From an optimization exercise on the open Yosys and OpenROAD flow, aimed at small area; shortcuts taken in it are not production practice.
At most, simulation tests tie the RTL to the original design; equivalence was not proved.
Power and IR drop assume default switching activity.

Setup of cedar:
==> flow/design.v <==
module crc_check(
input clk,
input rstn,
input start,
output done
);
reg [5:0] cnt;
wire low_zero = (cnt[4:0] == 5'd0);
wire fb = (cnt[5] ^ cnt[4]) & ~low_zero;
always @(posedge clk or negedge rstn)
if (~rstn)
    cnt <= 6'd0;
else if (start)
    cnt <= 6'b000011;
else
    cnt <= {cnt[4:0], fb};
assign done = cnt[5] & low_zero;
endmodule
module Protocol_analysis(
input sck,
input [40:0] pay_now,
input [40:0] pay_old,
input vld,
input crc_zero,
input rstn,
output [40:0] payload,
output pvld
);
reg ok;
reg second_r;
reg pvld_r;
wire done;
always @(posedge sck)
if (vld)
    ok <= crc_zero & ~done;
always @(posedge sck)
    second_r <= vld;
always @(posedge sck or negedge rstn)
if (!rstn)
    pvld_r <= 1'b0;
else
    pvld_r <= done & ok;
crc_check u_crc_check(
.clk(sck),
.rstn(rstn),
.start(vld),
.done(done)
);
assign payload = second_r ? pay_now : pay_old;
assign pvld    = pvld_r;
endmodule
module Spi_to_pnb_trans(
output sdo
);
assign sdo = 1'b0;
endmodule
module Spi_to_pnb_rev(
input sck,
input cs,
input sdi,
output [40:0] pay_now,
output [40:0] pay_old,
output vld,
output crc_zero
);
reg [114:0] data_r;
reg [7:0]  crc_r;
reg [5:0]  tmr;
wire full = &tmr;
always @(posedge sck) begin
    data_r[114:8] <= data_r[113:7];
    if (cs) begin
        data_r[7:0] <= 8'b0;
        crc_r       <= 8'b0;
        tmr         <= 6'b111000;
    end else begin
        data_r[7:0] <= {data_r[6:0], sdi};
        crc_r       <= {crc_r[6:0], 1'b0}
                     ^ (crc_r[7]            ? 8'h07 : 8'h00)
                     ^ (data_r[7]           ? 8'h80 : 8'h00)
                     ^ ((data_r[64] & full) ? 8'h13 : 8'h00);
        tmr         <= {tmr[4:0], (tmr[5] ^ tmr[4]) | full};
    end
end
assign vld      = full && (data_r[80:65] == 16'h55ab) && (data_r[7:0] == 8'haa);
assign crc_zero = (crc_r == 8'd0);
assign pay_now  = data_r[57:17];
assign pay_old  = data_r[114:74];
endmodule
module Spi_to_pnb_top(
inter_fpga_comms_cs,
inter_fpga_comms_sdo,
inter_fpga_comms_sck,
rst_n,
inter_fpga_comms_sdi,
payload,
pvld
);
input inter_fpga_comms_cs, inter_fpga_comms_sdo, inter_fpga_comms_sck, rst_n;
output inter_fpga_comms_sdi;
output [40:0] payload;
output pvld;
wire [40:0] pay_now;
wire [40:0] pay_old;
wire vld;
wire crc_zero;
Spi_to_pnb_rev u_spi_to_pnb_rev(
    .sck(inter_fpga_comms_sck),
    .cs(inter_fpga_comms_cs),
    .sdi(inter_fpga_comms_sdo),
    .pay_now(pay_now),
    .pay_old(pay_old),
    .vld(vld),
    .crc_zero(crc_zero)
);
Spi_to_pnb_trans u_spi_to_pnb_trans(
    .sdo(inter_fpga_comms_sdi)
);
Protocol_analysis u_protocol_analysis(
    .sck(inter_fpga_comms_sck),
    .pay_now(pay_now),
    .pay_old(pay_old),
    .vld(vld),
    .crc_zero(crc_zero),
    .rstn(rst_n),
    .payload(payload),
    .pvld(pvld)
);
endmodule
==> flow/config.mk <==
export PLATFORM = sky130hd
export DESIGN_NAME = Spi_to_pnb_top
export DESIGN_NICKNAME = Spi_to_pnb_top
export VERILOG_FILES = /design/flow/design.v
export SDC_FILE = /design/flow/constraint.sdc
export NUM_CORES = 4
export LEC_CHECK = 0
export ABC_CLOCK_PERIOD_IN_PS = 10000
export CAP_MARGIN = 20
export CORE_MARGIN = 2
export CORE_UTILIZATION = 60
export SLEW_MARGIN = 20
==> flow/constraint.sdc <==
create_clock -name core_clock -period 10.0 [get_ports {inter_fpga_comms_sck}]
set_input_delay 2.0000 -clock core_clock [delete_from_list [all_inputs] [get_ports {inter_fpga_comms_sck}]]
set_output_delay 2.0000 -clock core_clock [all_outputs]
set_load 0.01 [all_outputs]
standard.sh (not shown) runs the stock make flow with config.mk's settings and CLKGATE_MAP_FILE= SYNTH_SCRIPT=/design/flow/synth_recipe.tcl, a recipe that flattens the netlist after the stock synthesis.
==> flow/flow/run.sh <==
#!/bin/bash
# Standard ORFS layout (the standard.sh, unchanged synthesis) with:
#  - port buffers of the smallest buffer cell instead of the default pick,
#  - clock tree built from small clock buffers, without dummy load cells.
set -euo pipefail
cd "$(dirname "$0")/.."
export BUFFER_PORTS_ARGS="-buffer_cell sky130_fd_sc_hd__buf_1"
export CTS_ARGS="-sink_clustering_enable -repair_clock_nets -dont_use_dummy_load -buf_list {sky130_fd_sc_hd__clkbuf_1 sky130_fd_sc_hd__clkbuf_2 sky130_fd_sc_hd__clkbuf_4}"
bash standard.sh > flow_standard.log 2>&1
No stage failed in cedar, and the final checks on the layout all came back clean.
### cedar -> pepper
diff --git a/flow/config.mk b/flow/config.mk
--- a/flow/config.mk
+++ b/flow/config.mk
@@ -6,5 +6,4 @@
 export NUM_CORES = 4
 export LEC_CHECK = 0
-export ABC_CLOCK_PERIOD_IN_PS = 10000
 export CAP_MARGIN = 20
 export CORE_MARGIN = 2
Results
Diff cedar..pepper | number of setup violations in the final report | unchanged
Global-route track usage on met1 across pepper and cedar: no real change.
Total congestion overflow: cedar vs pepper identical
Per the comparison of pepper with cedar, number of cells produced by synthesis essentially unchanged; die area held steady; headroom to the max-slew limit about even.
Diff cedar..pepper | async set-or-reset flop fraction in the synthesized netlist | unchanged
Comparing cedar against pepper, there is no change at all in final sequential cell count.
There was hardly any difference in final area between cedar and pepper.
#### Input delta (zinc over pepper)
==> flow/flow/run.sh <==
#!/bin/bash
# Standard ORFS layout (the standard.sh, unchanged synthesis) with:
#  - port buffers of the smallest buffer cell instead of the default pick,
#  - clock tree built from small clock buffers, without dummy load cells.
set -euo pipefail
cd "$(dirname "$0")/.."
export BUFFER_PORTS_ARGS="-buffer_cell sky130_fd_sc_hd__buf_1"
export CTS_ARGS="-sink_clustering_enable -repair_clock_nets -dont_use_dummy_load -buf_list {sky130_fd_sc_hd__clkbuf_8}"
bash standard.sh > flow_standard.log 2>&1
==> comparison <==
- zinc went all the way through the flow, and no timing, DRC or antenna check failed.
- Summary of zinc over pepper: fraction of power consumed by the clock network has increased, area overhead of the layout relative to synthesis saw an increase, combinational power share level, worst hold slack +0.0055 ns, met1 track utilization from global routing went up by 0.60 points.
- [diff] timing-limited maximum frequency, zinc relative to pepper: improvement
No run of this note included a check of the RTL's function; only the layout flow was run.

* * *

red:
Spi_to_pnb_top, a different RTL version from the one above (not shown whole).
Size: roughly 260 cells after synthesis, about 140 flip-flops.
Settings: LEC_CHECK=0, CAP_MARGIN=20, CORE_MARGIN=2, CORE_UTILIZATION=60, SLEW_MARGIN=20; clock period 10.0 ns.
==> flow/flow/run.sh <==
#!/bin/bash
# Standard ORFS layout (the standard.sh, unchanged synthesis) with:
#  - port buffers of the smallest buffer cell instead of the default pick,
#  - clock tree built from small clock buffers, without dummy load cells.
set -euo pipefail
cd "$(dirname "$0")/.."
export BUFFER_PORTS_ARGS="-buffer_cell sky130_fd_sc_hd__buf_1"
export CTS_ARGS="-repair_clock_nets -dont_use_dummy_load -buf_list {sky130_fd_sc_hd__clkbuf_8 sky130_fd_sc_hd__clkbuf_16}"
bash standard.sh > flow_standard.log 2>&1
red reached the final stage; the timing, DRC and antenna checks on its layout passed.
For blue, these inputs were changed with respect to red:
diff --git a/flow/flow/run.sh b/flow/flow/run.sh
--- a/flow/flow/run.sh
+++ b/flow/flow/run.sh
@@ -7,3 +7,4 @@
 export BUFFER_PORTS_ARGS="-buffer_cell sky130_fd_sc_hd__buf_1"
-export CTS_ARGS="-repair_clock_nets -dont_use_dummy_load -buf_list {sky130_fd_sc_hd__clkbuf_8 sky130_fd_sc_hd__clkbuf_16}"
+export RECOVER_POWER=100
+export CTS_ARGS="-sink_clustering_enable -repair_clock_nets -dont_use_dummy_load -sink_buffer_max_cap_derate 1.0 -buf_list {sky130_fd_sc_hd__clkbuf_1 sky130_fd_sc_hd__clkbuf_2 sky130_fd_sc_hd__clkbuf_4}"
 bash standard.sh > flow_standard.log 2>&1
--- outcome ---
- red -> blue: count of buffers added by post-CTS timing repair for setup delta 0, exact match
- [flow] blue | stages: complete | final checks: fail | reason: capacitance limit, slew limit
- Comparing blue against red, there is no change at all in area share of fa/ha/maj cells after synthesis.
- Compared with red, in blue signal arrival time at the worst endpoint increased 1250 ps, sequential cell fraction of total power now larger, switching power as a share of total power moved up.
- Of blue and red, blue shows the higher number of pins exceeding their max-slew limit in the final report, with red below it.
- Between blue and red, it is blue whose end-of-flow core utilization is lower, by 5.2 points.
Function was not checked in any run of this note: the RTL went through the layout flow alone.

* * *

JK:
Spi_to_pnb_top, a different RTL version from the one above (not shown whole).
Size in the first run: ~140 flip-flops, roughly 47 I/O pins.
==> flow/config.mk <==
export PLATFORM = sky130hd
export DESIGN_NAME = Spi_to_pnb_top
export DESIGN_NICKNAME = Spi_to_pnb_top
export VERILOG_FILES = /design/flow/design.v
export SDC_FILE = /design/flow/constraint.sdc
export NUM_CORES = 4
export LEC_CHECK = 0
export CAP_MARGIN = 20
export CORE_MARGIN = 2
export CORE_UTILIZATION = 70
export SLEW_MARGIN = 20
==> flow/constraint.sdc <==
create_clock -name core_clock -period 10.0 [get_ports {inter_fpga_comms_sck}]
set_input_delay 2.0000 -clock core_clock [delete_from_list [all_inputs] [get_ports {inter_fpga_comms_sck}]]
set_output_delay 2.0000 -clock core_clock [all_outputs]
set_load 0.01 [all_outputs]
==> flow/flow/run.sh <==
#!/bin/bash
# Standard ORFS layout (the standard.sh, unchanged synthesis) with:
#  - port buffers of the smallest buffer cell instead of the default pick,
#  - clock tree built from small clock buffers, without dummy load cells.
set -euo pipefail
cd "$(dirname "$0")/.."
export BUFFER_PORTS_ARGS="-buffer_cell sky130_fd_sc_hd__buf_1"
export CTS_ARGS="-sink_clustering_enable -repair_clock_nets -dont_use_dummy_load -sink_buffer_max_cap_derate 1.0 -buf_list {sky130_fd_sc_hd__clkbuf_1 sky130_fd_sc_hd__clkbuf_2 sky130_fd_sc_hd__clkbuf_4}"
bash standard.sh > flow_standard.log 2>&1
JK | status: complete | timing, DRC, antenna: pass
Inputs modified between JK and MS:
-- flow/config.mk --
<<< JK, line 10
export CORE_UTILIZATION = 70
>>> MS, line 10
export CORE_UTILIZATION = 80
Results
- MS completed every stage of the flow, and the final layout passed the timing, DRC and antenna checks.
- Relative to JK, switching power of the nets has increased by 0.0000059 W in MS.
- Going from JK to MS, fmax went down by 0.97%; worst-case setup slack after placement has increased; clock-pin slew of the registers on the worst-case setup and hold paths neither gained nor lost much.

==> static timing again, ports no longer ideal <==
The flow's constraints put no driver on any port. The routed layouts listed below were extracted and timed again, unchanged, in two steps. Step 1 assumes that a clkbuf_16 drives the clock port and a buf_2 every other input. Step 2 adds t to the input delays and takes it off the output delays; t is the mean of the earliest and latest rising clock arrival at the registers after step 1. Input paths then give back, and output paths get back, about the clock's delay inside the block. a / b / c = no drivers / after step 1 / after step 2; a / b = the first two.
run | t, ns | slack for setup (ns) | slew at the worst register clock pin (ns) | worst data-port slew with drivers (ns)
cedar | 0.496 | 6.011 / 5.984 / 6.480 | 0.12 / 0.12 | 0.03
pepper | 0.496 | 6.011 / 5.984 / 6.480 | 0.12 / 0.12 | 0.03
zinc | 0.429 | 6.087 / 6.059 / 6.488 | 0.08 / 0.08 | 0.03
red | 0.512 | 6.237 / 6.207 / 6.719 | 0.06 / 0.06 | 0.03
blue | 0.951 | 4.989 / 4.956 / 5.907 | 0.12 / 0.12 | 0.03
JK | 0.966 | 5.511 / 5.482 / 6.448 | 0.12 / 0.12 | 0.03
MS | 1.053 | 5.467 / 5.436 / 6.489 | 0.12 / 0.12 | 0.03
